Source: an optimization exercise on an open RTL-to-GDS flow (aim: small area and a short achievable clock period). Production flows keep margins and buffers that such runs may drop.
RTL that was checked went through simulation tests only; none was proved equivalent to the original.
Function not checked in run 1: the RTL went through the layout flow alone.
No driver is modelled on the clock port, so clocking that relies on it looks cheaper here than on a real chip.
No activity file was given, so power comes from the tool's default toggle rates.

==> flow/design.v, too long to show whole: its modules and the start of the top module <==
// module fp_mult: 2496 lines
// module fp_mult_fa: 4 lines
// module fp_mult_ha: 4 lines
module fp_mult(
input logic [31:0]    dataA,
input logic [31:0]    dataB,
input logic clock,
output logic [31:0]   result
);
  // ...
==> flow/flow/run.sh <==
#!/bin/bash
set -o pipefail
export BUFFER_PORTS_ARGS="-buffer_cell sky130_fd_sc_hd__buf_2"
export POST_CTS_TCL="$PWD/flow/skew.tcl"
export SKEW_CELL="${SKEW_CELL:-sky130_fd_sc_hd__clkdlybuf4s25_1}"
export SKEW_BUF="${SKEW_BUF:-sky130_fd_sc_hd__clkbuf_8}"
bash standard.sh > standard.log 2>&1
==> flow/flow/skew.tcl <==
set block [ord::get_db_block]
set db [ord::get_db]
set dly_master [$db findMaster $::env(SKEW_CELL)]
set buf_master [$db findMaster $::env(SKEW_BUF)]
set late {^(r2_|cl\$|s2\$|nan2\$|inf2\$|zero2\$|er2\\?\[|result\\?\[)}
set groups [dict create]
foreach inst [$block getInsts] {
  if {![regexp $late [$inst getName]]} continue
  set it [$inst findITerm CLK]
  if {$it eq "NULL" || $it eq ""} continue
  set net [$it getNet]
  dict lappend groups [$net getName] $it
}
set k 0
set moved 0
dict for {netname iterms} $groups {
  set net [$block findNet $netname]
  set mid_net [odb::dbNet_create $block "clk_late_mid_$k"]
  $mid_net setSigType CLOCK
  set late_net [odb::dbNet_create $block "clk_late_$k"]
  $late_net setSigType CLOCK
  set dly [odb::dbInst_create $block $dly_master "clk_late_dly_$k"]
  [$dly findITerm A] connect $net
  [$dly findITerm X] connect $mid_net
  set buf [odb::dbInst_create $block $buf_master "clk_late_buf_$k"]
  [$buf findITerm A] connect $mid_net
  [$buf findITerm X] connect $late_net
  set sx 0; set sy 0
  foreach it $iterms {
    $it disconnect
    $it connect $late_net
    set loc [[$it getInst] getLocation]
    set sx [expr {$sx + [lindex $loc 0]}]
    set sy [expr {$sy + [lindex $loc 1]}]
  }
  set n [llength $iterms]
  incr moved $n
  $dly setLocation [expr {$sx / $n}] [expr {$sy / $n}]
  $dly setPlacementStatus PLACED
  $buf setLocation [expr {$sx / $n}] [expr {$sy / $n}]
  $buf setPlacementStatus PLACED
  incr k
}
puts "skew: $moved registers on $k leaf nets moved behind $::env(SKEW_CELL) and $::env(SKEW_BUF)"
detailed_placement
check_placement -verbose
estimate_parasitics -placement
report_clock_skew
==> flow/standard.sh <==
#!/bin/bash
# synth_recipe.tcl (not shown) runs the flow's synth.tcl, then flattens the netlist and writes it again
# the make line also repeats each setting of config.mk as NAME=value (left out here)
make -C /OpenROAD-flow-scripts/flow DESIGN_CONFIG=/design/flow/config.mk WORK_HOME=/design/flow/orfs CLKGATE_MAP_FILE= SYNTH_SCRIPT=/design/flow/synth_recipe.tcl "${@:-finish}"
==> flow/config.mk <==
export PLATFORM = sky130hd
export DESIGN_NAME = fp_mult
export DESIGN_NICKNAME = fp_mult
export VERILOG_FILES = /design/flow/design.v
export SDC_FILE = /design/flow/constraint.sdc
export NUM_CORES = 4
export LEC_CHECK = 0
export CAP_MARGIN = 50
export CORE_MARGIN = 2
export CORE_UTILIZATION = 40
export HOLD_SLACK_MARGIN = 0.1
export SETUP_SLACK_MARGIN = 5
export SLEW_MARGIN = 60
export SYNTH_HIERARCHICAL = 1
==> flow/constraint.sdc <==
create_clock -name core_clock -period 9.0 [get_ports {clock}]
set_input_delay 1.8000 -clock core_clock [delete_from_list [all_inputs] [get_ports {clock}]]
set_output_delay 1.8000 -clock core_clock [all_outputs]
set_load 0.01 [all_outputs]
==> flow_summary_export.csv, run 1 <==
group,metric,value,unit
run_status,status,"timing/DRC/antenna clean",
power_and_ir_drop,p_comb_share,64.1,%
synthesis,syn_area,17600,sq um
worst_setup_path,crit_arrival,4.50,ns
worst_setup_path,reg2reg_from,"r2_19_0",
synthesis,synth_area_leader_cell,"fa_1",
cells_and_area,design.seq.count,196,
power_and_ir_drop,seq_power_share,20.4,%
synthesis,synth-warning-count,7,
worst_setup_path,r2r_end,"result[18]",
synthesis,synth_cell_type_count,57,
cells_and_area,multi_input_area_share,66.0,%
synthesis,synthTopCellsByCount,"fa_1, a22oi_1, xnor2_1, dfxtp_1, clkbuf_1",
cells_and_area,area_growth,11.1,%
timing,final.setup.worst_slack,5.26,ns
drt,wire_per_inst,23.3,um
timing,report.final.slew_viol_count,0,
worst_setup_path,crit_path_end_kind,"flop",
placement,routabilityCongestion,0.854,
cells_and_area,inv_count,48,
cells_and_area,fin_util,45.3,%
grt,grt_max_degree,29,
die,coreArea,43300,sq um
timing,timing_hold_violations_final,0,
flow_run,cap_violations,0,
grt,grt_pass1_vias,14200,
timing,finClkSkew,0.452,ns
cells_and_area,final_common_cell,"fa_1",
cells_and_area,n_fill_cell,4066,
power_and_ir_drop,max-vdd-ir-drop,0.000150,V
==> run 2, diff against run 1 <==
--- a/flow/design.v
+++ b/flow/design.v
@@ -92,103 +92,123 @@
 assign a_zero = a_mz & ~|ea1 & ~sa1;
 assign b_zero = b_mz & ~|eb1 & ~sb1;
 assign a_small = ~&ea1[7:1] | (~ea1[0] & a_mz);
 assign b_small = ~&eb1[7:1] | (~eb1[0] & b_mz);
 logic sp_any, sp_inf;
 assign sp_any = a_ff | b_ff;
 assign sp_inf = (a_ff & a_mz & ~b_zero & b_small) | (b_ff & b_mz & ~a_zero & a_small);
 logic [8:0] ex, er;
-wire g1207;
-wire g1208;
-wire g1209;
-wire g1210;
-wire g1211;
-wire g1212;
-wire g1213;
-wire g1214;
-wire p1215;
-wire p1216;
-wire p1217;
-wire p1218;
-wire p1219;
-wire p1220;
-wire p1221;
-wire p1222;
-wire g1223;
-wire gg1224;
-wire gg1225;
-wire pp1226;
-wire gg1227;
-wire pp1228;
-wire gg1229;
-wire pp1230;
-wire gg1231;
-wire gg1232;
-wire pp1233;
-wire gg1234;
-wire pp1235;
-wire gg1236;
-wire gg1237;
-wire gg1238;
-wire gg1239;
-wire gg1240;
-wire sum1241;
-wire sum1242;
-wire sum1243;
-wire sum1244;
-wire sum1245;
-wire sum1246;
-wire sum1247;
-wire sum1248;
-wire sum1249;
-assign g1207 = (ea1[0] & eb1[0]);
-assign g1208 = (ea1[1] & eb1[1]);
-assign g1209 = (ea1[2] & eb1[2]);
-assign g1210 = (ea1[3] & eb1[3]);
-assign g1211 = (ea1[4] & eb1[4]);
-assign g1212 = (ea1[5] & eb1[5]);
-assign g1213 = (ea1[6] & eb1[6]);
-assign g1214 = (ea1[7] & eb1[7]);
-assign p1215 = (ea1[0] ^ eb1[0]);
-assign p1216 = (ea1[1] ^ eb1[1]);
-assign p1217 = (ea1[2] ^ eb1[2]);
-assign p1218 = (ea1[3] ^ eb1[3]);
-assign p1219 = (ea1[4] ^ eb1[4]);
-assign p1220 = (ea1[5] ^ eb1[5]);
-assign p1221 = (ea1[6] ^ eb1[6]);
-assign p1222 = (ea1[7] ^ eb1[7]);
-assign g1223 = (g1207 | p1215);
-assign gg1224 = (g1208 | (p1216 & g1223));
-assign gg1225 = (g1210 | (p1218 & g1209));
-assign pp1226 = (p1218 & p1217);
-assign gg1227 = (g1212 | (p1220 & g1211));
-assign pp1228 = (p1220 & p1219);
-assign gg1229 = (g1214 | (p1222 & g1213));
-assign pp1230 = (p1222 & p1221);
-assign gg1231 = (gg1225 | (pp1226 & gg1224));
-assign gg1232 = (gg1227 | (pp1228 & gg1225));
-assign pp1233 = (pp1228 & pp1226);
-assign gg1234 = (gg1229 | (pp1230 & gg1227));
-assign pp1235 = (pp1230 & pp1228);
-assign gg1236 = (gg1232 | (pp1233 & gg1224));
-assign gg1237 = (gg1234 | (pp1235 & gg1231));
-assign gg1238 = (g1209 | (p1217 & gg1224));
-assign gg1239 = (g1211 | (p1219 & gg1231));
-assign gg1240 = (g1213 | (p1221 & gg1236));
-assign sum1241 = ~p1215;
-assign sum1242 = (p1216 ^ g1223);
-assign sum1243 = (p1217 ^ gg1224);
-assign sum1244 = (p1218 ^ gg1238);
-assign sum1245 = (p1219 ^ gg1231);
-assign sum1246 = (p1220 ^ gg1239);
-assign sum1247 = (p1221 ^ gg1236);
-assign sum1248 = (p1222 ^ gg1240);
-assign sum1249 = gg1237;
-assign ex = {sum1249, sum1248, sum1247, sum1246, sum1245, sum1244, sum1243, sum1242, sum1241};
+wire g1335;
+wire g1336;
+wire g1337;
+wire g1338;
+wire g1339;
+wire g1340;
+wire g1341;
+wire g1342;
+wire p1343;
+wire p1344;
+wire p1345;
+wire p1346;
+wire p1347;
+wire p1348;
+wire p1349;
+wire p1350;
+wire g1351;
+wire gg1352;
+wire gg1353;
+wire pp1354;
+wire gg1355;
+wire pp1356;
+wire gg1357;
+wire pp1358;
+wire gg1359;
+wire pp1360;
+wire gg1361;
+wire pp1362;
+wire gg1363;
+wire pp1364;
+wire gg1365;
+wire gg1366;
+wire gg1367;
+wire pp1368;
+wire gg1369;
+wire pp1370;
+wire gg1371;
+wire pp1372;
+wire gg1373;
+wire pp1374;
+wire gg1375;
+wire gg1376;
+wire gg1377;
+wire gg1378;
+wire sum1379;
+wire sum1380;
+wire sum1381;
+wire sum1382;
+wire sum1383;
+wire sum1384;
+wire sum1385;
+wire sum1386;
+wire sum1387;
+assign g1335 = (ea1[0] & eb1[0]);
+assign g1336 = (ea1[1] & eb1[1]);
+assign g1337 = (ea1[2] & eb1[2]);
+assign g1338 = (ea1[3] & eb1[3]);
+assign g1339 = (ea1[4] & eb1[4]);
+assign g1340 = (ea1[5] & eb1[5]);
+assign g1341 = (ea1[6] & eb1[6]);
+assign g1342 = (ea1[7] & eb1[7]);
+assign p1343 = (ea1[0] ^ eb1[0]);
+assign p1344 = (ea1[1] ^ eb1[1]);
+assign p1345 = (ea1[2] ^ eb1[2]);
+assign p1346 = (ea1[3] ^ eb1[3]);
+assign p1347 = (ea1[4] ^ eb1[4]);
+assign p1348 = (ea1[5] ^ eb1[5]);
+assign p1349 = (ea1[6] ^ eb1[6]);
+assign p1350 = (ea1[7] ^ eb1[7]);
+assign g1351 = (g1335 | p1343);
+assign gg1352 = (g1336 | (p1344 & g1351));
+assign gg1353 = (g1337 | (p1345 & g1336));
+assign pp1354 = (p1345 & p1344);
+assign gg1355 = (g1338 | (p1346 & g1337));
+assign pp1356 = (p1346 & p1345);
+assign gg1357 = (g1339 | (p1347 & g1338));
+assign pp1358 = (p1347 & p1346);
+assign gg1359 = (g1340 | (p1348 & g1339));
+assign pp1360 = (p1348 & p1347);
+assign gg1361 = (g1341 | (p1349 & g1340));
+assign pp1362 = (p1349 & p1348);
+assign gg1363 = (g1342 | (p1350 & g1341));
+assign pp1364 = (p1350 & p1349);
+assign gg1365 = (gg1353 | (pp1354 & g1351));
+assign gg1366 = (gg1355 | (pp1356 & gg1352));
+assign gg1367 = (gg1357 | (pp1358 & gg1353));
+assign pp1368 = (pp1358 & pp1354);
+assign gg1369 = (gg1359 | (pp1360 & gg1355));
+assign pp1370 = (pp1360 & pp1356);
+assign gg1371 = (gg1361 | (pp1362 & gg1357));
+assign pp1372 = (pp1362 & pp1358);
+assign gg1373 = (gg1363 | (pp1364 & gg1359));
+assign pp1374 = (pp1364 & pp1360);
+assign gg1375 = (gg1367 | (pp1368 & g1351));
+assign gg1376 = (gg1369 | (pp1370 & gg1352));
+assign gg1377 = (gg1371 | (pp1372 & gg1365));
+assign gg1378 = (gg1373 | (pp1374 & gg1366));
+assign sum1379 = ~p1343;
+assign sum1380 = (p1344 ^ g1351);
+assign sum1381 = (p1345 ^ gg1352);
+assign sum1382 = (p1346 ^ gg1365);
+assign sum1383 = (p1347 ^ gg1366);
+assign sum1384 = (p1348 ^ gg1375);
+assign sum1385 = (p1349 ^ gg1376);
+assign sum1386 = (p1350 ^ gg1377);
+assign sum1387 = gg1378;
+assign ex = {sum1387, sum1386, sum1385, sum1384, sum1383, sum1382, sum1381, sum1380, sum1379};
 assign er = {~(ex[8] ^ ex[7]), ~ex[7], ex[6:0]};
 wire pp0_0_1;
 wire pp0_1_2;
 wire pp0_2_3;
 wire pp0_3_4;
 wire pp0_4_5;
 wire pp0_5_6;
 wire pp0_6_7;
@@ -1242,160 +1262,288 @@
 wire pp1055;
 wire gg1056;
 wire pp1057;
 wire gg1058;
 wire pp1059;
 wire gg1060;
 wire pp1061;
 wire gg1062;
-wire gg1063;
-wire pp1064;
-wire gg1065;
-wire pp1066;
-wire gg1067;
-wire pp1068;
-wire gg1069;
-wire pp1070;
-wire gg1071;
-wire pp1072;
-wire gg1073;
-wire pp1074;
-wire gg1075;
-wire pp1076;
-wire gg1077;
-wire pp1078;
-wire gg1079;
-wire pp1080;
-wire gg1081;
-wire pp1082;
-wire gg1083;
-wire pp1084;
-wire gg1085;
-wire pp1086;
-wire gg1087;
-wire pp1088;
-wire gg1089;
-wire pp1090;
-wire gg1091;
-wire pp1092;
-wire gg1093;
-wire pp1094;
-wire gg1095;
+wire pp1063;
+wire gg1064;
+wire pp1065;
+wire gg1066;
+wire pp1067;
+wire gg1068;
+wire pp1069;
+wire gg1070;
+wire pp1071;
+wire gg1072;
+wire pp1073;
+wire gg1074;
+wire pp1075;
+wire gg1076;
+wire pp1077;
+wire gg1078;
+wire pp1079;
+wire gg1080;
+wire pp1081;
+wire gg1082;
+wire pp1083;
+wire gg1084;
+wire pp1085;
+wire gg1086;
+wire pp1087;
+wire gg1088;
+wire pp1089;
+wire gg1090;
+wire pp1091;
+wire gg1092;
+wire pp1093;
+wire gg1094;
+wire pp1095;
 wire gg1096;
-wire gg1097;
-wire pp1098;
+wire pp1097;
+wire gg1098;
 wire gg1099;
-wire pp1100;
-wire gg1101;
-wire pp1102;
-wire gg1103;
-wire pp1104;
-wire gg1105;
-wire pp1106;
-wire gg1107;
-wire pp1108;
-wire gg1109;
-wire pp1110;
-wire gg1111;
-wire pp1112;
-wire gg1113;
-wire pp1114;
-wire gg1115;
-wire pp1116;
-wire gg1117;
-wire pp1118;
-wire gg1119;
-wire pp1120;
-wire gg1121;
-wire pp1122;
-wire gg1123;
-wire pp1124;
-wire gg1125;
+wire gg1100;
+wire pp1101;
+wire gg1102;
+wire pp1103;
+wire gg1104;
+wire pp1105;
+wire gg1106;
+wire pp1107;
+wire gg1108;
+wire pp1109;
+wire gg1110;
+wire pp1111;
+wire gg1112;
+wire pp1113;
+wire gg1114;
+wire pp1115;
+wire gg1116;
+wire pp1117;
+wire gg1118;
+wire pp1119;
+wire gg1120;
+wire pp1121;
+wire gg1122;
+wire pp1123;
+wire gg1124;
+wire pp1125;
 wire gg1126;
-wire gg1127;
+wire pp1127;
 wire gg1128;
-wire gg1129;
-wire pp1130;
-wire gg1131;
-wire pp1132;
-wire gg1133;
-wire pp1134;
-wire gg1135;
-wire pp1136;
-wire gg1137;
-wire pp1138;
-wire gg1139;
-wire pp1140;
-wire gg1141;
-wire pp1142;
-wire gg1143;
-wire pp1144;
-wire gg1145;
-wire pp1146;
-wire gg1147;
-wire pp1148;
-wire gg1149;
+wire pp1129;
+wire gg1130;
+wire pp1131;
+wire gg1132;
+wire pp1133;
+wire gg1134;
+wire pp1135;
+wire gg1136;
+wire pp1137;
+wire gg1138;
+wire pp1139;
+wire gg1140;
+wire pp1141;
+wire gg1142;
+wire pp1143;
+wire gg1144;
+wire pp1145;
+wire gg1146;
+wire pp1147;
+wire gg1148;
+wire pp1149;
 wire gg1150;
-wire gg1151;
+wire pp1151;
 wire gg1152;
-wire gg1153;
+wire pp1153;
 wire gg1154;
-wire gg1155;
+wire pp1155;
 wire gg1156;
-wire gg1157;
-wire pp1158;
-wire gg1159;
-wire pp1160;
-wire gg1161;
+wire pp1157;
+wire gg1158;
+wire pp1159;
+wire gg1160;
+wire pp1161;
 wire gg1162;
-wire gg1163;
+wire pp1163;
 wire gg1164;
-wire gg1165;
+wire pp1165;
 wire gg1166;
 wire gg1167;
 wire gg1168;
 wire gg1169;
 wire gg1170;
-wire gg1171;
+wire pp1171;
 wire gg1172;
-wire gg1173;
+wire pp1173;
 wire gg1174;
-wire gg1175;
+wire pp1175;
 wire gg1176;
-wire gg1177;
+wire pp1177;
 wire gg1178;
-wire gg1179;
+wire pp1179;
 wire gg1180;
-wire sum1181;
-wire sum1182;
-wire sum1183;
-wire sum1184;
-wire sum1185;
-wire sum1186;
-wire sum1187;
-wire sum1188;
-wire sum1189;
-wire sum1190;
-wire sum1191;
-wire sum1192;
-wire sum1193;
-wire sum1194;
-wire sum1195;
-wire sum1196;
-wire sum1197;
-wire sum1198;
-wire sum1199;
-wire sum1200;
-wire sum1201;
-wire sum1202;
-wire sum1203;
-wire sum1204;
-wire sum1205;
-wire sum1206;
+wire pp1181;
+wire gg1182;
+wire pp1183;
+wire gg1184;
+wire pp1185;
+wire gg1186;
+wire pp1187;
+wire gg1188;
+wire pp1189;
+wire gg1190;
+wire pp1191;
+wire gg1192;
+wire pp1193;
+wire gg1194;
+wire pp1195;
+wire gg1196;
+wire pp1197;
+wire gg1198;
+wire pp1199;
+wire gg1200;
+wire pp1201;
+wire gg1202;
+wire pp1203;
+wire gg1204;
+wire pp1205;
+wire gg1206;
+wire pp1207;
+wire gg1208;
+wire pp1209;
+wire gg1210;
+wire pp1211;
+wire gg1212;
+wire pp1213;
+wire gg1214;
+wire pp1215;
+wire gg1216;
+wire pp1217;
+wire gg1218;
+wire pp1219;
+wire gg1220;
+wire pp1221;
+wire gg1222;
+wire pp1223;
+wire gg1224;
+wire pp1225;
+wire gg1226;
+wire pp1227;
+wire gg1228;
+wire gg1229;
+wire gg1230;
+wire gg1231;
+wire gg1232;
+wire gg1233;
+wire gg1234;
+wire gg1235;
+wire gg1236;
+wire pp1237;
+wire gg1238;
+wire pp1239;
+wire gg1240;
+wire pp1241;
+wire gg1242;
+wire pp1243;
+wire gg1244;
+wire pp1245;
+wire gg1246;
+wire pp1247;
+wire gg1248;
+wire pp1249;
+wire gg1250;
+wire pp1251;
+wire gg1252;
+wire pp1253;
+wire gg1254;
+wire pp1255;
+wire gg1256;
+wire pp1257;
+wire gg1258;
+wire pp1259;
+wire gg1260;
+wire pp1261;
+wire gg1262;
+wire pp1263;
+wire gg1264;
+wire pp1265;
+wire gg1266;
+wire pp1267;
+wire gg1268;
+wire pp1269;
+wire gg1270;
+wire pp1271;
+wire gg1272;
+wire pp1273;
+wire gg1274;
+wire pp1275;
+wire gg1276;
+wire pp1277;
+wire gg1278;
+wire gg1279;
+wire gg1280;
+wire gg1281;
+wire gg1282;
+wire gg1283;
+wire gg1284;
+wire gg1285;
+wire gg1286;
+wire gg1287;
+wire gg1288;
+wire gg1289;
+wire gg1290;
+wire gg1291;
+wire gg1292;
+wire gg1293;
+wire gg1294;
+wire pp1295;
+wire gg1296;
+wire pp1297;
+wire gg1298;
+wire pp1299;
+wire gg1300;
+wire pp1301;
+wire gg1302;
+wire pp1303;
+wire gg1304;
+wire gg1305;
+wire gg1306;
+wire gg1307;
+wire gg1308;
+wire sum1309;
+wire sum1310;
+wire sum1311;
+wire sum1312;
+wire sum1313;
+wire sum1314;
+wire sum1315;
+wire sum1316;
+wire sum1317;
+wire sum1318;
+wire sum1319;
+wire sum1320;
+wire sum1321;
+wire sum1322;
+wire sum1323;
+wire sum1324;
+wire sum1325;
+wire sum1326;
+wire sum1327;
+wire sum1328;
+wire sum1329;
+wire sum1330;
+wire sum1331;
+wire sum1332;
+wire sum1333;
+wire sum1334;
 logic cl;
 logic r2_11_0;
 logic r2_11_1;
 logic r2_12_0;
 logic r2_12_1;
 logic r2_13_0;
 logic r2_13_1;
 logic r2_14_0;
@@ -2204,195 +2352,323 @@
 assign p1020 = (r2_42_0 ^ r2_42_1);
 assign p1021 = (r2_43_0 ^ r2_43_1);
 assign p1022 = (r2_44_0 ^ r2_44_1);
 assign p1023 = (r2_45_0 ^ r2_45_1);
 assign p1024 = (r2_46_0 ^ r2_46_1);
 assign p1025 = (r2_47_0 ^ r2_47_1);
 assign g1026 = (g952 | (p989 & cl));
 assign gg1027 = (g953 | (p990 & g1026));
-assign gg1028 = (g955 | (p992 & g954));
-assign pp1029 = (p992 & p991);
-assign gg1030 = (g957 | (p994 & g956));
-assign pp1031 = (p994 & p993);
-assign gg1032 = (g959 | (p996 & g958));
-assign pp1033 = (p996 & p995);
-assign gg1034 = (g961 | (p998 & g960));
-assign pp1035 = (p998 & p997);
-assign gg1036 = (g963 | (p1000 & g962));
-assign pp1037 = (p1000 & p999);
-assign gg1038 = (g965 | (p1002 & g964));
-assign pp1039 = (p1002 & p1001);
-assign gg1040 = (g967 | (p1004 & g966));
-assign pp1041 = (p1004 & p1003);
-assign gg1042 = (g969 | (p1006 & g968));
-assign pp1043 = (p1006 & p1005);
-assign gg1044 = (g971 | (p1008 & g970));
-assign pp1045 = (p1008 & p1007);
-assign gg1046 = (g973 | (p1010 & g972));
-assign pp1047 = (p1010 & p1009);
-assign gg1048 = (g975 | (p1012 & g974));
-assign pp1049 = (p1012 & p1011);
-assign gg1050 = (g977 | (p1014 & g976));
-assign pp1051 = (p1014 & p1013);
-assign gg1052 = (g979 | (p1016 & g978));
-assign pp1053 = (p1016 & p1015);
-assign gg1054 = (g981 | (p1018 & g980));
-assign pp1055 = (p1018 & p1017);
-assign gg1056 = (g983 | (p1020 & g982));
-assign pp1057 = (p1020 & p1019);
-assign gg1058 = (g985 | (p1022 & g984));
-assign pp1059 = (p1022 & p1021);
-assign gg1060 = (g987 | (p1024 & g986));
-assign pp1061 = (p1024 & p1023);
-assign gg1062 = (gg1028 | (pp1029 & gg1027));
-assign gg1063 = (gg1030 | (pp1031 & gg1028));
-assign pp1064 = (pp1031 & pp1029);
-assign gg1065 = (gg1032 | (pp1033 & gg1030));
-assign pp1066 = (pp1033 & pp1031);
-assign gg1067 = (gg1034 | (pp1035 & gg1032));
-assign pp1068 = (pp1035 & pp1033);
-assign gg1069 = (gg1036 | (pp1037 & gg1034));
-assign pp1070 = (pp1037 & pp1035);
-assign gg1071 = (gg1038 | (pp1039 & gg1036));
-assign pp1072 = (pp1039 & pp1037);
-assign gg1073 = (gg1040 | (pp1041 & gg1038));
-assign pp1074 = (pp1041 & pp1039);
-assign gg1075 = (gg1042 | (pp1043 & gg1040));
-assign pp1076 = (pp1043 & pp1041);
-assign gg1077 = (gg1044 | (pp1045 & gg1042));
-assign pp1078 = (pp1045 & pp1043);
-assign gg1079 = (gg1046 | (pp1047 & gg1044));
-assign pp1080 = (pp1047 & pp1045);
-assign gg1081 = (gg1048 | (pp1049 & gg1046));
-assign pp1082 = (pp1049 & pp1047);
-assign gg1083 = (gg1050 | (pp1051 & gg1048));
-assign pp1084 = (pp1051 & pp1049);
-assign gg1085 = (gg1052 | (pp1053 & gg1050));
-assign pp1086 = (pp1053 & pp1051);
-assign gg1087 = (gg1054 | (pp1055 & gg1052));
-assign pp1088 = (pp1055 & pp1053);
-assign gg1089 = (gg1056 | (pp1057 & gg1054));
-assign pp1090 = (pp1057 & pp1055);
-assign gg1091 = (gg1058 | (pp1059 & gg1056));
-assign pp1092 = (pp1059 & pp1057);
-assign gg1093 = (gg1060 | (pp1061 & gg1058));
-assign pp1094 = (pp1061 & pp1059);
-assign gg1095 = (gg1063 | (pp1064 & gg1027));
-assign gg1096 = (gg1065 | (pp1066 & gg1062));
-assign gg1097 = (gg1067 | (pp1068 & gg1063));
-assign pp1098 = (pp1068 & pp1064);
-assign gg1099 = (gg1069 | (pp1070 & gg1065));
-assign pp1100 = (pp1070 & pp1066);
-assign gg1101 = (gg1071 | (pp1072 & gg1067));
-assign pp1102 = (pp1072 & pp1068);
-assign gg1103 = (gg1073 | (pp1074 & gg1069));
-assign pp1104 = (pp1074 & pp1070);
-assign gg1105 = (gg1075 | (pp1076 & gg1071));
-assign pp1106 = (pp1076 & pp1072);
-assign gg1107 = (gg1077 | (pp1078 & gg1073));
-assign pp1108 = (pp1078 & pp1074);
-assign gg1109 = (gg1079 | (pp1080 & gg1075));
-assign pp1110 = (pp1080 & pp1076);
-assign gg1111 = (gg1081 | (pp1082 & gg1077));
-assign pp1112 = (pp1082 & pp1078);
-assign gg1113 = (gg1083 | (pp1084 & gg1079));
-assign pp1114 = (pp1084 & pp1080);
-assign gg1115 = (gg1085 | (pp1086 & gg1081));
-assign pp1116 = (pp1086 & pp1082);
-assign gg1117 = (gg1087 | (pp1088 & gg1083));
-assign pp1118 = (pp1088 & pp1084);
-assign gg1119 = (gg1089 | (pp1090 & gg1085));
-assign pp1120 = (pp1090 & pp1086);
-assign gg1121 = (gg1091 | (pp1092 & gg1087));
-assign pp1122 = (pp1092 & pp1088);
-assign gg1123 = (gg1093 | (pp1094 & gg1089));
-assign pp1124 = (pp1094 & pp1090);
-assign gg1125 = (gg1097 | (pp1098 & gg1027));
-assign gg1126 = (gg1099 | (pp1100 & gg1062));
-assign gg1127 = (gg1101 | (pp1102 & gg1095));
-assign gg1128 = (gg1103 | (pp1104 & gg1096));
-assign gg1129 = (gg1105 | (pp1106 & gg1097));
-assign pp1130 = (pp1106 & pp1098);
-assign gg1131 = (gg1107 | (pp1108 & gg1099));
-assign pp1132 = (pp1108 & pp1100);
-assign gg1133 = (gg1109 | (pp1110 & gg1101));
-assign pp1134 = (pp1110 & pp1102);
-assign gg1135 = (gg1111 | (pp1112 & gg1103));
-assign pp1136 = (pp1112 & pp1104);
-assign gg1137 = (gg1113 | (pp1114 & gg1105));
-assign pp1138 = (pp1114 & pp1106);
-assign gg1139 = (gg1115 | (pp1116 & gg1107));
-assign pp1140 = (pp1116 & pp1108);
-assign gg1141 = (gg1117 | (pp1118 & gg1109));
-assign pp1142 = (pp1118 & pp1110);
-assign gg1143 = (gg1119 | (pp1120 & gg1111));
-assign pp1144 = (pp1120 & pp1112);
-assign gg1145 = (gg1121 | (pp1122 & gg1113));
-assign pp1146 = (pp1122 & pp1114);
-assign gg1147 = (gg1123 | (pp1124 & gg1115));
-assign pp1148 = (pp1124 & pp1116);
-assign gg1149 = (gg1129 | (pp1130 & gg1027));
-assign gg1150 = (gg1131 | (pp1132 & gg1062));
-assign gg1151 = (gg1133 | (pp1134 & gg1095));
-assign gg1152 = (gg1135 | (pp1136 & gg1096));
-assign gg1153 = (gg1137 | (pp1138 & gg1125));
-assign gg1154 = (gg1139 | (pp1140 & gg1126));
-assign gg1155 = (gg1141 | (pp1142 & gg1127));
-assign gg1156 = (gg1143 | (pp1144 & gg1128));
-assign gg1157 = (gg1145 | (pp1146 & gg1129));
-assign pp1158 = (pp1146 & pp1130);
-assign gg1159 = (gg1147 | (pp1148 & gg1131));
-assign pp1160 = (pp1148 & pp1132);
-assign gg1161 = (gg1157 | (pp1158 & gg1027));
-assign gg1162 = (gg1159 | (pp1160 & gg1062));
-assign gg1163 = (g954 | (p991 & gg1027));
-assign gg1164 = (g956 | (p993 & gg1062));
-assign gg1165 = (g958 | (p995 & gg1095));
-assign gg1166 = (g960 | (p997 & gg1096));
-assign gg1167 = (g962 | (p999 & gg1125));
-assign gg1168 = (g964 | (p1001 & gg1126));
-assign gg1169 = (g966 | (p1003 & gg1127));
-assign gg1170 = (g968 | (p1005 & gg1128));
-assign gg1171 = (g970 | (p1007 & gg1149));
-assign gg1172 = (g972 | (p1009 & gg1150));
-assign gg1173 = (g974 | (p1011 & gg1151));
-assign gg1174 = (g976 | (p1013 & gg1152));
-assign gg1175 = (g978 | (p1015 & gg1153));
-assign gg1176 = (g980 | (p1017 & gg1154));
-assign gg1177 = (g982 | (p1019 & gg1155));
-assign gg1178 = (g984 | (p1021 & gg1156));
-assign gg1179 = (g986 | (p1023 & gg1161));
-assign gg1180 = (g988 | (p1025 & gg1162));
-assign sum1181 = (p1000 ^ gg1167);
-assign sum1182 = (p1001 ^ gg1126);
-assign sum1183 = (p1002 ^ gg1168);
-assign sum1184 = (p1003 ^ gg1127);
-assign sum1185 = (p1004 ^ gg1169);
-assign sum1186 = (p1005 ^ gg1128);
-assign sum1187 = (p1006 ^ gg1170);
-assign sum1188 = (p1007 ^ gg1149);
-assign sum1189 = (p1008 ^ gg1171);
-assign sum1190 = (p1009 ^ gg1150);
-assign sum1191 = (p1010 ^ gg1172);
-assign sum1192 = (p1011 ^ gg1151);
-assign sum1193 = (p1012 ^ gg1173);
-assign sum1194 = (p1013 ^ gg1152);
-assign sum1195 = (p1014 ^ gg1174);
-assign sum1196 = (p1015 ^ gg1153);
-assign sum1197 = (p1016 ^ gg1175);
-assign sum1198 = (p1017 ^ gg1154);
-assign sum1199 = (p1018 ^ gg1176);
-assign sum1200 = (p1019 ^ gg1155);
-assign sum1201 = (p1020 ^ gg1177);
-assign sum1202 = (p1021 ^ gg1156);
-assign sum1203 = (p1022 ^ gg1178);
-assign sum1204 = (p1023 ^ gg1161);
-assign sum1205 = (p1024 ^ gg1179);
-assign sum1206 = (p1025 ^ gg1162);
+assign gg1028 = (g954 | (p991 & g953));
+assign pp1029 = (p991 & p990);
+assign gg1030 = (g955 | (p992 & g954));
+assign pp1031 = (p992 & p991);
+assign gg1032 = (g956 | (p993 & g955));
+assign pp1033 = (p993 & p992);
+assign gg1034 = (g957 | (p994 & g956));
+assign pp1035 = (p994 & p993);
+assign gg1036 = (g958 | (p995 & g957));
+assign pp1037 = (p995 & p994);
+assign gg1038 = (g959 | (p996 & g958));
+assign pp1039 = (p996 & p995);
+assign gg1040 = (g960 | (p997 & g959));
+assign pp1041 = (p997 & p996);
+assign gg1042 = (g961 | (p998 & g960));
+assign pp1043 = (p998 & p997);
+assign gg1044 = (g962 | (p999 & g961));
+assign pp1045 = (p999 & p998);
+assign gg1046 = (g963 | (p1000 & g962));
+assign pp1047 = (p1000 & p999);
+assign gg1048 = (g964 | (p1001 & g963));
+assign pp1049 = (p1001 & p1000);
+assign gg1050 = (g965 | (p1002 & g964));
+assign pp1051 = (p1002 & p1001);
+assign gg1052 = (g966 | (p1003 & g965));
+assign pp1053 = (p1003 & p1002);
+assign gg1054 = (g967 | (p1004 & g966));
+assign pp1055 = (p1004 & p1003);
+assign gg1056 = (g968 | (p1005 & g967));
+assign pp1057 = (p1005 & p1004);
+assign gg1058 = (g969 | (p1006 & g968));
+assign pp1059 = (p1006 & p1005);
+assign gg1060 = (g970 | (p1007 & g969));
+assign pp1061 = (p1007 & p1006);
+assign gg1062 = (g971 | (p1008 & g970));
+assign pp1063 = (p1008 & p1007);
+assign gg1064 = (g972 | (p1009 & g971));
+assign pp1065 = (p1009 & p1008);
+assign gg1066 = (g973 | (p1010 & g972));
+assign pp1067 = (p1010 & p1009);
+assign gg1068 = (g974 | (p1011 & g973));
+assign pp1069 = (p1011 & p1010);
+assign gg1070 = (g975 | (p1012 & g974));
+assign pp1071 = (p1012 & p1011);
+assign gg1072 = (g976 | (p1013 & g975));
+assign pp1073 = (p1013 & p1012);
+assign gg1074 = (g977 | (p1014 & g976));
+assign pp1075 = (p1014 & p1013);
+assign gg1076 = (g978 | (p1015 & g977));
+assign pp1077 = (p1015 & p1014);
+assign gg1078 = (g979 | (p1016 & g978));
+assign pp1079 = (p1016 & p1015);
+assign gg1080 = (g980 | (p1017 & g979));
+assign pp1081 = (p1017 & p1016);
+assign gg1082 = (g981 | (p1018 & g980));
+assign pp1083 = (p1018 & p1017);
+assign gg1084 = (g982 | (p1019 & g981));
+assign pp1085 = (p1019 & p1018);
+assign gg1086 = (g983 | (p1020 & g982));
+assign pp1087 = (p1020 & p1019);
+assign gg1088 = (g984 | (p1021 & g983));
+assign pp1089 = (p1021 & p1020);
+assign gg1090 = (g985 | (p1022 & g984));
+assign pp1091 = (p1022 & p1021);
+assign gg1092 = (g986 | (p1023 & g985));
+assign pp1093 = (p1023 & p1022);
+assign gg1094 = (g987 | (p1024 & g986));
+assign pp1095 = (p1024 & p1023);
+assign gg1096 = (g988 | (p1025 & g987));
+assign pp1097 = (p1025 & p1024);
+assign gg1098 = (gg1028 | (pp1029 & g1026));
+assign gg1099 = (gg1030 | (pp1031 & gg1027));
+assign gg1100 = (gg1032 | (pp1033 & gg1028));
+assign pp1101 = (pp1033 & pp1029);
+assign gg1102 = (gg1034 | (pp1035 & gg1030));
+assign pp1103 = (pp1035 & pp1031);
+assign gg1104 = (gg1036 | (pp1037 & gg1032));
+assign pp1105 = (pp1037 & pp1033);
+assign gg1106 = (gg1038 | (pp1039 & gg1034));
+assign pp1107 = (pp1039 & pp1035);
+assign gg1108 = (gg1040 | (pp1041 & gg1036));
+assign pp1109 = (pp1041 & pp1037);
+assign gg1110 = (gg1042 | (pp1043 & gg1038));
+assign pp1111 = (pp1043 & pp1039);
+assign gg1112 = (gg1044 | (pp1045 & gg1040));
+assign pp1113 = (pp1045 & pp1041);
+assign gg1114 = (gg1046 | (pp1047 & gg1042));
+assign pp1115 = (pp1047 & pp1043);
+assign gg1116 = (gg1048 | (pp1049 & gg1044));
+assign pp1117 = (pp1049 & pp1045);
+assign gg1118 = (gg1050 | (pp1051 & gg1046));
+assign pp1119 = (pp1051 & pp1047);
+assign gg1120 = (gg1052 | (pp1053 & gg1048));
+assign pp1121 = (pp1053 & pp1049);
+assign gg1122 = (gg1054 | (pp1055 & gg1050));
+assign pp1123 = (pp1055 & pp1051);
+assign gg1124 = (gg1056 | (pp1057 & gg1052));
+assign pp1125 = (pp1057 & pp1053);
+assign gg1126 = (gg1058 | (pp1059 & gg1054));
+assign pp1127 = (pp1059 & pp1055);
+assign gg1128 = (gg1060 | (pp1061 & gg1056));
+assign pp1129 = (pp1061 & pp1057);
+assign gg1130 = (gg1062 | (pp1063 & gg1058));
+assign pp1131 = (pp1063 & pp1059);
+assign gg1132 = (gg1064 | (pp1065 & gg1060));
+assign pp1133 = (pp1065 & pp1061);
+assign gg1134 = (gg1066 | (pp1067 & gg1062));
+assign pp1135 = (pp1067 & pp1063);
+assign gg1136 = (gg1068 | (pp1069 & gg1064));
+assign pp1137 = (pp1069 & pp1065);
+assign gg1138 = (gg1070 | (pp1071 & gg1066));
+assign pp1139 = (pp1071 & pp1067);
+assign gg1140 = (gg1072 | (pp1073 & gg1068));
+assign pp1141 = (pp1073 & pp1069);
+assign gg1142 = (gg1074 | (pp1075 & gg1070));
+assign pp1143 = (pp1075 & pp1071);
+assign gg1144 = (gg1076 | (pp1077 & gg1072));
+assign pp1145 = (pp1077 & pp1073);
+assign gg1146 = (gg1078 | (pp1079 & gg1074));
+assign pp1147 = (pp1079 & pp1075);
+assign gg1148 = (gg1080 | (pp1081 & gg1076));
+assign pp1149 = (pp1081 & pp1077);
+assign gg1150 = (gg1082 | (pp1083 & gg1078));
+assign pp1151 = (pp1083 & pp1079);
+assign gg1152 = (gg1084 | (pp1085 & gg1080));
+assign pp1153 = (pp1085 & pp1081);
+assign gg1154 = (gg1086 | (pp1087 & gg1082));
+assign pp1155 = (pp1087 & pp1083);
+assign gg1156 = (gg1088 | (pp1089 & gg1084));
+assign pp1157 = (pp1089 & pp1085);
+assign gg1158 = (gg1090 | (pp1091 & gg1086));
+assign pp1159 = (pp1091 & pp1087);
+assign gg1160 = (gg1092 | (pp1093 & gg1088));
+assign pp1161 = (pp1093 & pp1089);
+assign gg1162 = (gg1094 | (pp1095 & gg1090));
+assign pp1163 = (pp1095 & pp1091);
+assign gg1164 = (gg1096 | (pp1097 & gg1092));
+assign pp1165 = (pp1097 & pp1093);
+assign gg1166 = (gg1100 | (pp1101 & g1026));
+assign gg1167 = (gg1102 | (pp1103 & gg1027));
+assign gg1168 = (gg1104 | (pp1105 & gg1098));
+assign gg1169 = (gg1106 | (pp1107 & gg1099));
+assign gg1170 = (gg1108 | (pp1109 & gg1100));
+assign pp1171 = (pp1109 & pp1101);
+assign gg1172 = (gg1110 | (pp1111 & gg1102));
+assign pp1173 = (pp1111 & pp1103);
+assign gg1174 = (gg1112 | (pp1113 & gg1104));
+assign pp1175 = (pp1113 & pp1105);
+assign gg1176 = (gg1114 | (pp1115 & gg1106));
+assign pp1177 = (pp1115 & pp1107);
+assign gg1178 = (gg1116 | (pp1117 & gg1108));
+assign pp1179 = (pp1117 & pp1109);
+assign gg1180 = (gg1118 | (pp1119 & gg1110));
+assign pp1181 = (pp1119 & pp1111);
+assign gg1182 = (gg1120 | (pp1121 & gg1112));
+assign pp1183 = (pp1121 & pp1113);
+assign gg1184 = (gg1122 | (pp1123 & gg1114));
+assign pp1185 = (pp1123 & pp1115);
+assign gg1186 = (gg1124 | (pp1125 & gg1116));
+assign pp1187 = (pp1125 & pp1117);
+assign gg1188 = (gg1126 | (pp1127 & gg1118));
+assign pp1189 = (pp1127 & pp1119);
+assign gg1190 = (gg1128 | (pp1129 & gg1120));
+assign pp1191 = (pp1129 & pp1121);
+assign gg1192 = (gg1130 | (pp1131 & gg1122));
+assign pp1193 = (pp1131 & pp1123);
+assign gg1194 = (gg1132 | (pp1133 & gg1124));
+assign pp1195 = (pp1133 & pp1125);
+assign gg1196 = (gg1134 | (pp1135 & gg1126));
+assign pp1197 = (pp1135 & pp1127);
+assign gg1198 = (gg1136 | (pp1137 & gg1128));
+assign pp1199 = (pp1137 & pp1129);
+assign gg1200 = (gg1138 | (pp1139 & gg1130));
+assign pp1201 = (pp1139 & pp1131);
+assign gg1202 = (gg1140 | (pp1141 & gg1132));
+assign pp1203 = (pp1141 & pp1133);
+assign gg1204 = (gg1142 | (pp1143 & gg1134));
+assign pp1205 = (pp1143 & pp1135);
+assign gg1206 = (gg1144 | (pp1145 & gg1136));
+assign pp1207 = (pp1145 & pp1137);
+assign gg1208 = (gg1146 | (pp1147 & gg1138));
+assign pp1209 = (pp1147 & pp1139);
+assign gg1210 = (gg1148 | (pp1149 & gg1140));
+assign pp1211 = (pp1149 & pp1141);
+assign gg1212 = (gg1150 | (pp1151 & gg1142));
+assign pp1213 = (pp1151 & pp1143);
+assign gg1214 = (gg1152 | (pp1153 & gg1144));
+assign pp1215 = (pp1153 & pp1145);
+assign gg1216 = (gg1154 | (pp1155 & gg1146));
+assign pp1217 = (pp1155 & pp1147);
+assign gg1218 = (gg1156 | (pp1157 & gg1148));
+assign pp1219 = (pp1157 & pp1149);
+assign gg1220 = (gg1158 | (pp1159 & gg1150));
+assign pp1221 = (pp1159 & pp1151);
+assign gg1222 = (gg1160 | (pp1161 & gg1152));
+assign pp1223 = (pp1161 & pp1153);
+assign gg1224 = (gg1162 | (pp1163 & gg1154));
+assign pp1225 = (pp1163 & pp1155);
+assign gg1226 = (gg1164 | (pp1165 & gg1156));
+assign pp1227 = (pp1165 & pp1157);
+assign gg1228 = (gg1170 | (pp1171 & g1026));
+assign gg1229 = (gg1172 | (pp1173 & gg1027));
+assign gg1230 = (gg1174 | (pp1175 & gg1098));
+assign gg1231 = (gg1176 | (pp1177 & gg1099));
+assign gg1232 = (gg1178 | (pp1179 & gg1166));
+assign gg1233 = (gg1180 | (pp1181 & gg1167));
+assign gg1234 = (gg1182 | (pp1183 & gg1168));
+assign gg1235 = (gg1184 | (pp1185 & gg1169));
+assign gg1236 = (gg1186 | (pp1187 & gg1170));
+assign pp1237 = (pp1187 & pp1171);
+assign gg1238 = (gg1188 | (pp1189 & gg1172));
+assign pp1239 = (pp1189 & pp1173);
+assign gg1240 = (gg1190 | (pp1191 & gg1174));
+assign pp1241 = (pp1191 & pp1175);
+assign gg1242 = (gg1192 | (pp1193 & gg1176));
+assign pp1243 = (pp1193 & pp1177);
+assign gg1244 = (gg1194 | (pp1195 & gg1178));
+assign pp1245 = (pp1195 & pp1179);
+assign gg1246 = (gg1196 | (pp1197 & gg1180));
+assign pp1247 = (pp1197 & pp1181);
+assign gg1248 = (gg1198 | (pp1199 & gg1182));
+assign pp1249 = (pp1199 & pp1183);
+assign gg1250 = (gg1200 | (pp1201 & gg1184));
+assign pp1251 = (pp1201 & pp1185);
+assign gg1252 = (gg1202 | (pp1203 & gg1186));
+assign pp1253 = (pp1203 & pp1187);
+assign gg1254 = (gg1204 | (pp1205 & gg1188));
+assign pp1255 = (pp1205 & pp1189);
+assign gg1256 = (gg1206 | (pp1207 & gg1190));
+assign pp1257 = (pp1207 & pp1191);
+assign gg1258 = (gg1208 | (pp1209 & gg1192));
+assign pp1259 = (pp1209 & pp1193);
+assign gg1260 = (gg1210 | (pp1211 & gg1194));
+assign pp1261 = (pp1211 & pp1195);
+assign gg1262 = (gg1212 | (pp1213 & gg1196));
+assign pp1263 = (pp1213 & pp1197);
+assign gg1264 = (gg1214 | (pp1215 & gg1198));
+assign pp1265 = (pp1215 & pp1199);
+assign gg1266 = (gg1216 | (pp1217 & gg1200));
+assign pp1267 = (pp1217 & pp1201);
+assign gg1268 = (gg1218 | (pp1219 & gg1202));
+assign pp1269 = (pp1219 & pp1203);
+assign gg1270 = (gg1220 | (pp1221 & gg1204));
+assign pp1271 = (pp1221 & pp1205);
+assign gg1272 = (gg1222 | (pp1223 & gg1206));
+assign pp1273 = (pp1223 & pp1207);
+assign gg1274 = (gg1224 | (pp1225 & gg1208));
+assign pp1275 = (pp1225 & pp1209);
+assign gg1276 = (gg1226 | (pp1227 & gg1210));
+assign pp1277 = (pp1227 & pp1211);
+assign gg1278 = (gg1236 | (pp1237 & g1026));
+assign gg1279 = (gg1238 | (pp1239 & gg1027));
+assign gg1280 = (gg1240 | (pp1241 & gg1098));
+assign gg1281 = (gg1242 | (pp1243 & gg1099));
+assign gg1282 = (gg1244 | (pp1245 & gg1166));
+assign gg1283 = (gg1246 | (pp1247 & gg1167));
+assign gg1284 = (gg1248 | (pp1249 & gg1168));
+assign gg1285 = (gg1250 | (pp1251 & gg1169));
+assign gg1286 = (gg1252 | (pp1253 & gg1228));
+assign gg1287 = (gg1254 | (pp1255 & gg1229));
+assign gg1288 = (gg1256 | (pp1257 & gg1230));
+assign gg1289 = (gg1258 | (pp1259 & gg1231));
+assign gg1290 = (gg1260 | (pp1261 & gg1232));
+assign gg1291 = (gg1262 | (pp1263 & gg1233));
+assign gg1292 = (gg1264 | (pp1265 & gg1234));
+assign gg1293 = (gg1266 | (pp1267 & gg1235));
+assign gg1294 = (gg1268 | (pp1269 & gg1236));
+assign pp1295 = (pp1269 & pp1237);
+assign gg1296 = (gg1270 | (pp1271 & gg1238));
+assign pp1297 = (pp1271 & pp1239);
+assign gg1298 = (gg1272 | (pp1273 & gg1240));
+assign pp1299 = (pp1273 & pp1241);
+assign gg1300 = (gg1274 | (pp1275 & gg1242));
+assign pp1301 = (pp1275 & pp1243);
+assign gg1302 = (gg1276 | (pp1277 & gg1244));
+assign pp1303 = (pp1277 & pp1245);
+assign gg1304 = (gg1294 | (pp1295 & g1026));
+assign gg1305 = (gg1296 | (pp1297 & gg1027));
+assign gg1306 = (gg1298 | (pp1299 & gg1098));
+assign gg1307 = (gg1300 | (pp1301 & gg1099));
+assign gg1308 = (gg1302 | (pp1303 & gg1166));
+assign sum1309 = (p1000 ^ gg1230);
+assign sum1310 = (p1001 ^ gg1231);
+assign sum1311 = (p1002 ^ gg1232);
+assign sum1312 = (p1003 ^ gg1233);
+assign sum1313 = (p1004 ^ gg1234);
+assign sum1314 = (p1005 ^ gg1235);
+assign sum1315 = (p1006 ^ gg1278);
+assign sum1316 = (p1007 ^ gg1279);
+assign sum1317 = (p1008 ^ gg1280);
+assign sum1318 = (p1009 ^ gg1281);
+assign sum1319 = (p1010 ^ gg1282);
+assign sum1320 = (p1011 ^ gg1283);
+assign sum1321 = (p1012 ^ gg1284);
+assign sum1322 = (p1013 ^ gg1285);
+assign sum1323 = (p1014 ^ gg1286);
+assign sum1324 = (p1015 ^ gg1287);
+assign sum1325 = (p1016 ^ gg1288);
+assign sum1326 = (p1017 ^ gg1289);
+assign sum1327 = (p1018 ^ gg1290);
+assign sum1328 = (p1019 ^ gg1291);
+assign sum1329 = (p1020 ^ gg1292);
+assign sum1330 = (p1021 ^ gg1293);
+assign sum1331 = (p1022 ^ gg1304);
+assign sum1332 = (p1023 ^ gg1305);
+assign sum1333 = (p1024 ^ gg1306);
+assign sum1334 = (p1025 ^ gg1307);
 logic s2, nan2, inf2, zero2;
 logic [8:0] er2;
 always_ff @(posedge clock) begin
     s2    <= sa1 ^ sb1;
     nan2  <= sp_any & ~sp_inf;
     inf2  <= sp_any & sp_inf;
     zero2 <= ~sp_any & (a_zero | b_zero);    
     er2   <= er;
@@ -2468,17 +2744,17 @@
     r2_45_0 <= c912;
     r2_45_1 <= s913;
     r2_46_0 <= c914;
     r2_46_1 <= s915;
     r2_47_0 <= c916;
     r2_47_1 <= k348;
 end
 logic [47:22] p;
-assign p = {sum1206, sum1205, sum1204, sum1203, sum1202, sum1201, sum1200, sum1199, sum1198, sum1197, sum1196, sum1195, sum1194, sum1193, sum1192, sum1191, sum1190, sum1189, sum1188, sum1187, sum1186, sum1185, sum1184, sum1183, sum1182, sum1181};
+assign p = {sum1334, sum1333, sum1332, sum1331, sum1330, sum1329, sum1328, sum1327, sum1326, sum1325, sum1324, sum1323, sum1322, sum1321, sum1320, sum1319, sum1318, sum1317, sum1316, sum1315, sum1314, sum1313, sum1312, sum1311, sum1310, sum1309};
 logic [8:0] er2i;
 assign er2i[0] = ~er2[0];
 genvar k;
 generate for (k = 1; k < 9; k = k + 1) begin : inc
     assign er2i[k] = er2[k] ^ (&er2[k-1:0]);
 end endgenerate
 logic ok0, ok1, ff0, ff1;
 assign ok0 = ~nan2 & ~inf2 & ~zero2 & ~er2[8];       
==> flow_summary_export.csv, run 2 <==
group,metric,value,unit
run_status,status,"timing/DRC/antenna clean",
timing,final-setup-viol-count,0,
synthesis,synthFlopType,"dfxtp_1",
timing,period_minus_slack,3.22,ns
die,die_x,217,um
synthesis,synth_edf_count,0,
cells_and_area,instances_no_fill,2343,
timing,final.setup.tns,0,ns
worst_setup_path,path_cells,"buf_4 > a22oi_1 > xnor2_1 > fa_1 > fa_1 > fa_1 > fa_1 > fa_1",
synthesis,synth_area_leader_cell,"fa_1",
worst_setup_path,cpMostUsedCell,"fa_1",
synthesis,synth_cell_type_count,69,
placement,io_buffers,96,
worst_setup_path,critPathLaunchType,"flop",
die,fp.dieH,217,um
timing,finClkSkew,0.458,ns
synthesis,seq_area_frac_synth,21.7,%
cells_and_area,largest_reg_flops,32,
synthesis,synth_top_area_share,29.2,%
grt,overflow,0,
grt,grt_max_degree,29,
worst_hold_path,holdCritStartpoint,"eb1[0]",
timing,finalCritPeriodShare,35.8,%
clock_network,cts_tree,"done",
synthesis,syn_area_per_cell,10.6,sq um
die,dieArea,46900,sq um
timing,final.setup.worst_slack,5.78,ns
cells_and_area,area_growth,11.0,%
drt,drtIter0Drc,1472,
cells_and_area,antenna_cells,0,
worst_setup_path,crit_arrival,4.03,ns
flow_run,cap_violations,0,
synthesis,synthCells,1710,
clock_network,clk_pin_slew,0.09,ns
grt,grt_pass1_vias,14800,
placement,place_ws,5.36,ns
worst_setup_path,crit_path_end_kind,"flop",
drt,antenna_left,0,
worst_setup_path,reg2reg_from,"ma[8]",
power_and_ir_drop,fin_total_pwr,7340,uW
synthesis,synth_compound_area_share,18.2,%
worst_setup_path,r2r_end,"r2_28_1",
worst_setup_path,cp_slowest_cell,"fa_1",
synthesis,synth_top_family_by_area,"adder cells",
power_and_ir_drop,p_comb_share,66.7,%
clock_network,cts.sinks,196,
synthesis,syn-num-nets,2117,
synthesis,yosysMostFrequentCell,"xnor2_1",
cells_and_area,fin_area,20100,sq um
drt,dr.pass1.iters,5,
worst_hold_path,hold_path_class,"reg2reg",
synthesis,netlist_top_cells_area,"fa_1, dfxtp_1, xnor2_1",
power_and_ir_drop,power_density,366,nW/um^2
drt,wire_per_inst,23.5,um
drt,vias_per_cell,5.97,
timing,grt_setup_unrepaired,"no",
die,io_pins,97,
cells_and_area,final_common_cell,"xnor2_1",
worst_hold_path,holdPathEnd,"inf2",
worst_setup_path,reg2regPathDepth,8,
timing,slew_headroom,58.3,%
grt,grt_use_total,23.9,%
cells_and_area,final_cell_mix,"xnor2_1, a22oi_1, fa_1",
synthesis,ys_ff_latch,196,
die,coreArea,44400,sq um
synthesis,muxShareOfSynthArea,0,%
synthesis,syn_area,18100,sq um
synthesis,synth_xor_area_share,15.2,%
cells_and_area,layout-drive-gt1-share,13.1,%
power_and_ir_drop,seq_power_share,18.7,%
grt,grt_pass1_wl,85600,um
timing,fmax,310,MHz
cells_and_area,reg_top3,"result x32, ma x23, er2 x9",
synthesis,synth-warning-count,7,
synthesis,synthTopCellsByCount,"xnor2_1, a22oi_1, fa_1, dfxtp_1, clkbuf_1",
drt,drc,0,
worst_hold_path,min_path_cells,2,
grt,antenna_found_initial,0,
power_and_ir_drop,clkPwrFrac,14.7,%
worst_setup_path,required,9.81,ns
placement,dp_hpwl,35500,um
worst_setup_path,rrSetupSlack,5.78,ns
power_and_ir_drop,max-vdd-ir-drop,0.000161,V
placement,routabilityCongestion,0.929,
synthesis,synthAdderAreaFrac,34.6,%
worst_setup_path,slowest_delay,0.63,ns
timing,tightestPinTransition,0.625,ns
clock_network,clkLatencyLatePin,0.92,ns
worst_setup_path,path_max_fanout,26,
timing,timing_hold_violations_final,0,
timing,report.final.slew_viol_count,0,
cells_and_area,regMostFlops,"result",
cells_and_area,fin_nets,2145,
synthesis,ys_async_sr_fraction,0,%
placement,place_area,19100,sq um
power_and_ir_drop,p_int,4000,uW
drt,drt-total-wl,55200,um
drt,vias,14000,
power_and_ir_drop,p_switching,3350,uW
power_and_ir_drop,swShare,45.6,%
placement,dp_cells,2280,
die,rows,77,
worst_setup_path,crit_type,"reg2reg",
synthesis,synthSimpleGateAreaFrac,5.71,%
power_and_ir_drop,p_leak,0.00761,uW
die,start_util,40.7,%
[run 2: cell count changes after synthesis, sizes merged, moves of 9 or more]
cell and change:
fa -14, o21ai +13, nor2 +10, xnor2 +20, xor2 -9, o22ai -9, a21o -12, a21oi +24
nand2 +15, nand3 +9
[run 2: layout make-up, without the clock buffers]
class / instances / area [sq um]
plain buffers: 26 / 309
well taps: 592 / 741
inverters: 45 / 169
multi-input cells: 1298 / 13300
clock inverters: 15 / 208
fillers: 4083 / 24300
repair buffers: 154 / 961
flip-flops and latches: 196 / 3940
[run 2: kinds of logic (layout without fill, tap and decap cells)]
kind of cell / after synthesis / after routing
AOI/OAI and AO/OA: 448 / 448
xor gates and xnor gates: 314 / 314
adders and majority gates: 342 / 342
buffers and inverters: 216 / 257
DFF: 196 / 196
and+or+nand+nor: 194 / 194
[run 2: stage by stage]
stage,hold WS (ns),util (%)
6_report,0.111,45.2
5_1_grt,0.125,45.2
3_5_place_dp,0.428,42.9
3_3_place_gp,0.431,42.9
2_1_floorplan,0.414,-
[run 2: metal layers]
layer  vias up  GRT usage [%]  share of wire (%)
met2       777           37.2                 45
li1       5995              -                  -
met1      7084           31.5                 42
met4         0           10.1                3.0
met3       140           6.13                9.8
met5         -              0                  0
[run 2: power by group through the flow]
stage | Clock [uW] | Sequential [uW] | Combinational [uW]
5_1_grt | 1140 | 1390 | 5530
6_report | 1080 | 1370 | 4900
3_5_place_dp | 0 | 1390 | 4840
2_1_floorplan | 0 | 1360 | 3470
3_3_place_gp | 0 | 1390 | 4700
[run 2: worst max-delay path, delay by kind of cell (launching register included)]
| kind | cells | cell delay, ns |
|---|---|---|
| xor gates and xnor gates | 1 | 0.19 |
| AOI/OAI and AO/OA | 1 | 0.19 |
| buffers and inverters | 1 | 0.39 |
| DFF | 1 | 0.31 |
| adders and majority gates | 5 | 2.47 |
[run 2: Yosys stat by module, one instance, submodules excluded]
module	flops+latches	cells inside	copies in the design	area (sq um)
fp_mult_ha	0	1	21	12.5
fp_mult_fa	0	1	263	20.0
fp_mult	196	1426	1	12600
[run 2: worst max path at each step]
stage	startpoint	end	cells after the start
6_report	ma[8]	r2_28_1	8
2_1_floorplan	bn6	r2_25_1	8
5_1_grt	ma[13]	r2_28_1	8
3_3_place_gp	ma[18]	r2_28_1	7
3_5_place_dp	bo0	r2_23_1	7
==> run 3, diff against run 2 <==
--- a/flow/config.mk
+++ b/flow/config.mk
@@ -9,6 +9,7 @@
 export CORE_MARGIN = 2
 export CORE_UTILIZATION = 40
 export HOLD_SLACK_MARGIN = 0.1
+export PLACE_DENSITY = 0.75
 export SETUP_SLACK_MARGIN = 5
 export SLEW_MARGIN = 60
 export SYNTH_HIERARCHICAL = 1
==> flow_summary_export.csv, run 3 <==
group,metric,value,unit
cells_and_area,fin_nets,2135,
drt,vias,14100,
synthesis,synthFlopType,"dfxtp_1",
cells_and_area,multi_input_area,13300,sq um
synthesis,ys_async_sr_fraction,0,%
cells_and_area,reg_top3,"result x32, ma x23, er2 x9",
power_and_ir_drop,p_int,4070,uW
die,io_pins,97,
power_and_ir_drop,swShare,45.9,%
timing,timing_hold_violations_final,0,
die,dieArea,46900,sq um
worst_setup_path,path_max_fanout,26,
synthesis,synth-warning-count,7,
run_status,status,"timing/DRC/antenna clean",
timing,final.setup.tns,0,ns
die,die_x,217,um
grt,grt_use_total,22.4,%
synthesis,synth_edf_count,0,
synthesis,synth_area_leader_cell,"fa_1",
power_and_ir_drop,max-vdd-ir-drop,0.000187,V
cells_and_area,fin_util,45.0,%
die,rows,77,
cells_and_area,largest_reg_flops,32,
synthesis,syn_area_per_cell,10.6,sq um
grt,grt_pass1_vias,14700,
synthesis,netlist_top_cells_area,"fa_1, dfxtp_1, xnor2_1",
cells_and_area,fin_area,20000,sq um
power_and_ir_drop,clkPwrFrac,13.0,%
timing,slew_headroom,59.7,%
grt,antenna_found_initial,3,
placement,io_buffers,96,
power_and_ir_drop,power_density,376,nW/um^2
drt,wire_per_inst,22.6,um
cells_and_area,n_fill_cell,4040,
drt,drt-total-wl,52700,um
clock_network,clk_pin_slew,0.09,ns
grt,grt_pass1_wl,81700,um
synthesis,synthCells,1710,
placement,place_ws,5.30,ns
worst_setup_path,crit_arrival,4.08,ns
power_and_ir_drop,seq_power_share,18.1,%
cells_and_area,final_common_cell,"xnor2_1",
drt,dr.pass1.iters,9,
worst_setup_path,critPathLaunchType,"flop",
drt,antenna_left,0,
timing,grt_setup_unrepaired,"no",
power_and_ir_drop,p_switching,3440,uW
die,start_util,40.7,%
flow_run,cap_violations,0,
cells_and_area,area_growth,10.4,%
timing,final-setup-viol-count,0,
synthesis,yosysMostFrequentCell,"xnor2_1",
grt,overflow,0,
drt,drtIter0Drc,1579,
worst_setup_path,required,9.75,ns
synthesis,syn-num-nets,2117,
power_and_ir_drop,p_comb_share,68.9,%
synthesis,seq_area_frac_synth,21.7,%
die,fp.dieH,217,um
clock_network,cts_tree,"done",
cells_and_area,final_cell_mix,"xnor2_1, a22oi_1, fa_1",
placement,dp_hpwl,35300,um
power_and_ir_drop,p_leak,0.00755,uW
grt,grt_max_degree,29,
timing,finClkSkew,0.447,ns
die,coreArea,44400,sq um
synthesis,synth_top_area_share,29.2,%
cells_and_area,regMostFlops,"result",
placement,place_area,19000,sq um
worst_setup_path,crit_type,"reg2reg",
timing,tightestPinTransition,0.604,ns
timing,finalCritPeriodShare,37.0,%
timing,period_minus_slack,3.33,ns
cells_and_area,layout-drive-gt1-share,12.9,%
timing,final.setup.worst_slack,5.67,ns
timing,report.final.slew_viol_count,0,
synthesis,syn_area,18100,sq um
synthesis,ys_ff_latch,196,
placement,routabilityCongestion,0.904,
clock_network,cts.sinks,196,
cells_and_area,instances_no_fill,2334,
synthesis,synth_cell_type_count,69,
synthesis,synthTopCellsByCount,"xnor2_1, a22oi_1, fa_1, dfxtp_1, clkbuf_1",
cells_and_area,seq_area,3950,sq um
worst_setup_path,crit_path_end_kind,"flop",
worst_hold_path,hold_path_class,"reg2reg",
drt,drc,0,
clock_network,clkLatencyLatePin,0.87,ns
drt,vias_per_cell,6.05,
placement,dp_cells,2275,
timing,fmax,301,MHz
[run 3: area by class of cell, without the clock buffers]
class / instances / area share (%)
sequential: 196 / 19.8
antenna: 2 / 0.0251
tap: 592 / 3.71
clock inverter: 14 / 0.808
inverter: 45 / 0.846
timing repair buffer: 148 / 4.59
buffer: 22 / 1.31
multi-input combinational: 1298 / 66.8
[run 3: worst paths after layout]
| path | end | start | cells past startpoint | slack (ns) |
|---|---|---|---|---|
| worst min-delay path | inf2 | ea1[0] | 2 | 0.11 |
| worst max-delay path | r2_27_1 | ma[17] | 7 | 5.67 |
| worst max register to register | r2_27_1 | ma[17] | 7 | 5.67 |
| worst min register to register | inf2 | ea1[0] | 2 | 0.11 |
[run 3: kinds of logic after synthesis]
family,count (synthesis),share of synthesized area (%)
and+or+nand+nor,194,5.71
xor gates and xnor gates,314,15.2
DFF,196,21.7
buffers and inverters,216,4.65
adders and majority gates,342,34.6
AOI/OAI and AO/OA,448,18.2
[run 3: power by group through the flow]
stage | Sequential (uW) | Combinational [uW] | Clock, uW
2_1_floorplan | 1360 | 3470 | 0
3_3_place_gp | 1380 | 4810 | 0
3_5_place_dp | 1380 | 5020 | 0
5_1_grt | 1380 | 5670 | 1030
6_report | 1360 | 5170 | 976
[run 3: per-layer routing]
layer  GRT usage (%)  vias to the layer above  part of all wire (%)
li1                -                     5979                     -
met3            7.06                      136                    12
met4            9.77                        4                   3.1
met1            28.4                     7054                    40
met2            35.1                      946                    46
met5               0                        -                  0.12
[run 3: worst max-delay path, cell delays in order (launching register included)]
cell and delay (ns):
dfxtp_2 0.72, a22oi_1 0.17, xnor2_1 0.27, fa_1 0.53, fa_1 0.55, fa_1 0.43
fa_1 0.54, fa_1 0.40
[run 3: Yosys stat by module, one instance, submodules excluded]
module / flops+latches / copies in the design / area (sq um)
fp_mult: 196 / 1 / 12600
fp_mult_fa: 0 / 263 / 20.0
fp_mult_ha: 0 / 21 / 12.5
[run 3: metrics by stage]
stage	power (uW)	hold WS, ns
5_1_grt	8080	0.116
3_5_place_dp	6400	0.427
6_report	7510	0.111
2_1_floorplan	4840	0.414
3_3_place_gp	6180	0.419
==> run 4, diff against run 3 <==
--- a/flow/config.mk
+++ b/flow/config.mk
@@ -7,9 +7,8 @@
 export LEC_CHECK = 0
 export CAP_MARGIN = 50
 export CORE_MARGIN = 2
-export CORE_UTILIZATION = 40
+export CORE_UTILIZATION = 60
 export HOLD_SLACK_MARGIN = 0.1
-export PLACE_DENSITY = 0.75
 export SETUP_SLACK_MARGIN = 5
 export SLEW_MARGIN = 60
 export SYNTH_HIERARCHICAL = 1
==> flow_summary_export.csv, run 4 <==
group,metric,value,unit
timing,finClkSkew,0.447,ns
cells_and_area,final_common_cell,"xnor2_1",
synthesis,seq_area_frac_synth,21.7,%
cells_and_area,regMostFlops,"result",
timing,finalCritPeriodShare,37.7,%
worst_hold_path,hold_path_class,"reg2reg",
drt,vias_per_cell,6.54,
run_status,status,"timing/DRC/antenna clean",
placement,routabilityCongestion,0.902,
worst_setup_path,crit_arrival,4.14,ns
clock_network,clkLatencyLatePin,0.87,ns
die,coreArea,29600,sq um
synthesis,synthTopCellsByCount,"xnor2_1, a22oi_1, fa_1, dfxtp_1, clkbuf_1",
grt,grt_pass1_vias,14700,
flow_run,cap_violations,0,
timing,final.setup.worst_slack,5.60,ns
timing,final-setup-viol-count,0,
timing,slew_headroom,55.8,%
synthesis,synth_area_leader_cell,"fa_1",
synthesis,synth_xor_area_share,15.2,%
drt,dr.pass1.iters,6,
worst_setup_path,cpMostUsedCell,"fa_1",
synthesis,yosysMostFrequentCell,"xnor2_1",
synthesis,syn_area,18100,sq um
power_and_ir_drop,p_leak,0.00759,uW
synthesis,synth_edf_count,0,
clock_network,cts.sinks,196,
synthesis,ys_ff_latch,196,
worst_setup_path,required,9.75,ns
synthesis,synth-warning-count,7,
drt,drtIter0Drc,1510,
grt,antenna_found_initial,0,
synthesis,synthAdderAreaFrac,34.6,%
synthesis,synthSimpleGateAreaFrac,5.71,%
worst_setup_path,rrSetupSlack,5.60,ns
cells_and_area,antenna_cells,0,
synthesis,netlist_top_cells_area,"fa_1, dfxtp_1, xnor2_1",
worst_setup_path,critPathLaunchType,"flop",
synthesis,muxShareOfSynthArea,0,%
synthesis,synth_top_family_by_area,"adder cells",
synthesis,syn_area_per_cell,10.6,sq um
die,rows,63,
cells_and_area,area_growth,9.43,%
synthesis,syn-num-nets,2117,
drt,vias,14000,
worst_setup_path,slowest_delay,0.62,ns
die,io_pins,97,
placement,dp_hpwl,34600,um
grt,grt_max_degree,29,
run 4: cell count changes in the layout (fill, tap and decap cells not counted), sizes merged:
cell           change
diode              -2
clkinvlp           +1
clkinv             -1
clkdlybuf4s25      +2
bufinv             +1
clkbuf             +2
buf                +5
run 4: per-module statistics from Yosys, one instance, submodules excluded:
| module | cell area, sq um | flip-flops and latches | cells | times used |
|---|---|---|---|---|
| fp_mult | 12600 | 196 | 1426 | 1 |
| fp_mult_fa | 20.0 | 0 | 1 | 263 |
| fp_mult_ha | 12.5 | 0 | 1 | 21 |
run 4: per-stage QoR:
| step | utilization (%) | instance area [sq um] | hold WS (ns) | cells |
|---|---|---|---|---|
| 2_1_floorplan | - | 18100 | 0.414 | 1710 |
| 3_3_place_gp | 63.4 | 18800 | 0.422 | 2079 |
| 3_5_place_dp | 63.5 | 18800 | 0.432 | 2079 |
| 5_1_grt | 66.8 | 19800 | 0.112 | 2140 |
| 6_report | 66.8 | 19800 | 0.0915 | 2140 |
run 4: worst max-delay path: cells and delay by family (launching register included):
family | cells | cell delay, ns
flip-flops | 1 | 0.62
XOR/XNOR | 1 | 0.21
adder cells (fa/ha/maj) | 5 | 2.38
AO/OA/AOI/OAI | 1 | 0.13
buffers and inverters | 1 | 0.35
run 4: final cells by class, without the clock buffers:
| class | count | area, sq um | area share (%) |
|---|---|---|---|
| Buffer | 26 | 309 | 1.56 |
| Sequential cell | 196 | 3940 | 19.9 |
| Tap cell | 390 | 488 | 2.46 |
| Clock inverter | 15 | 185 | 0.935 |
| Multi-Input combinational cell | 1298 | 13300 | 67.4 |
| Inverter | 45 | 169 | 0.853 |
| Timing Repair Buffer | 153 | 937 | 4.73 |
run 4: logic make-up (layout without fill, tap and decap cells):
kind of cell | after synthesis | in the layout
flops | 196 | 196
simple gates | 194 | 194
compound gates | 448 | 448
buf+inv | 216 | 256
fa+ha+maj | 342 | 342
xor+xnor | 314 | 314
run 4: final timing paths:
kind,endpoint,cells after the start,start
worst max-delay path,r2_28_1,8,bt2
worst min-delay path,inf2,2,ea1[0]
worst max register to register,r2_28_1,8,bt2
worst min register to register,inf2,2,ea1[0]
run 4: metal layers:
layer	part of all wire, %	routed length [um]	GRT usage (%)	vias up
met2	44	23900	52.7	894
met4	2.7	1470	13.7	0
met5	0	0	0	-
met1	41	22200	48.1	6967
met3	11	6140	10.5	131
li1	-	-	-	6010
run 4: where the power goes:
part	switching (uW)	total, uW	internal, uW	leakage [uW]
Sequential	130	1370	1240	0.00165
Clock	452	1080	624	0.000438
Combinational	2670	4800	2130	0.00550

Re-timed with assumed drivers on the ports (clkbuf_16 on the clock, buf_2 on other inputs), run 4 has 5.605 ns of setup slack against 5.605 ns with ideal ports, and 5.605 ns once port delays also move by the mid clock arrival of 0.705 ns. Its clock arrivals span 0.480 to 0.930 ns, so the last figure is rough.
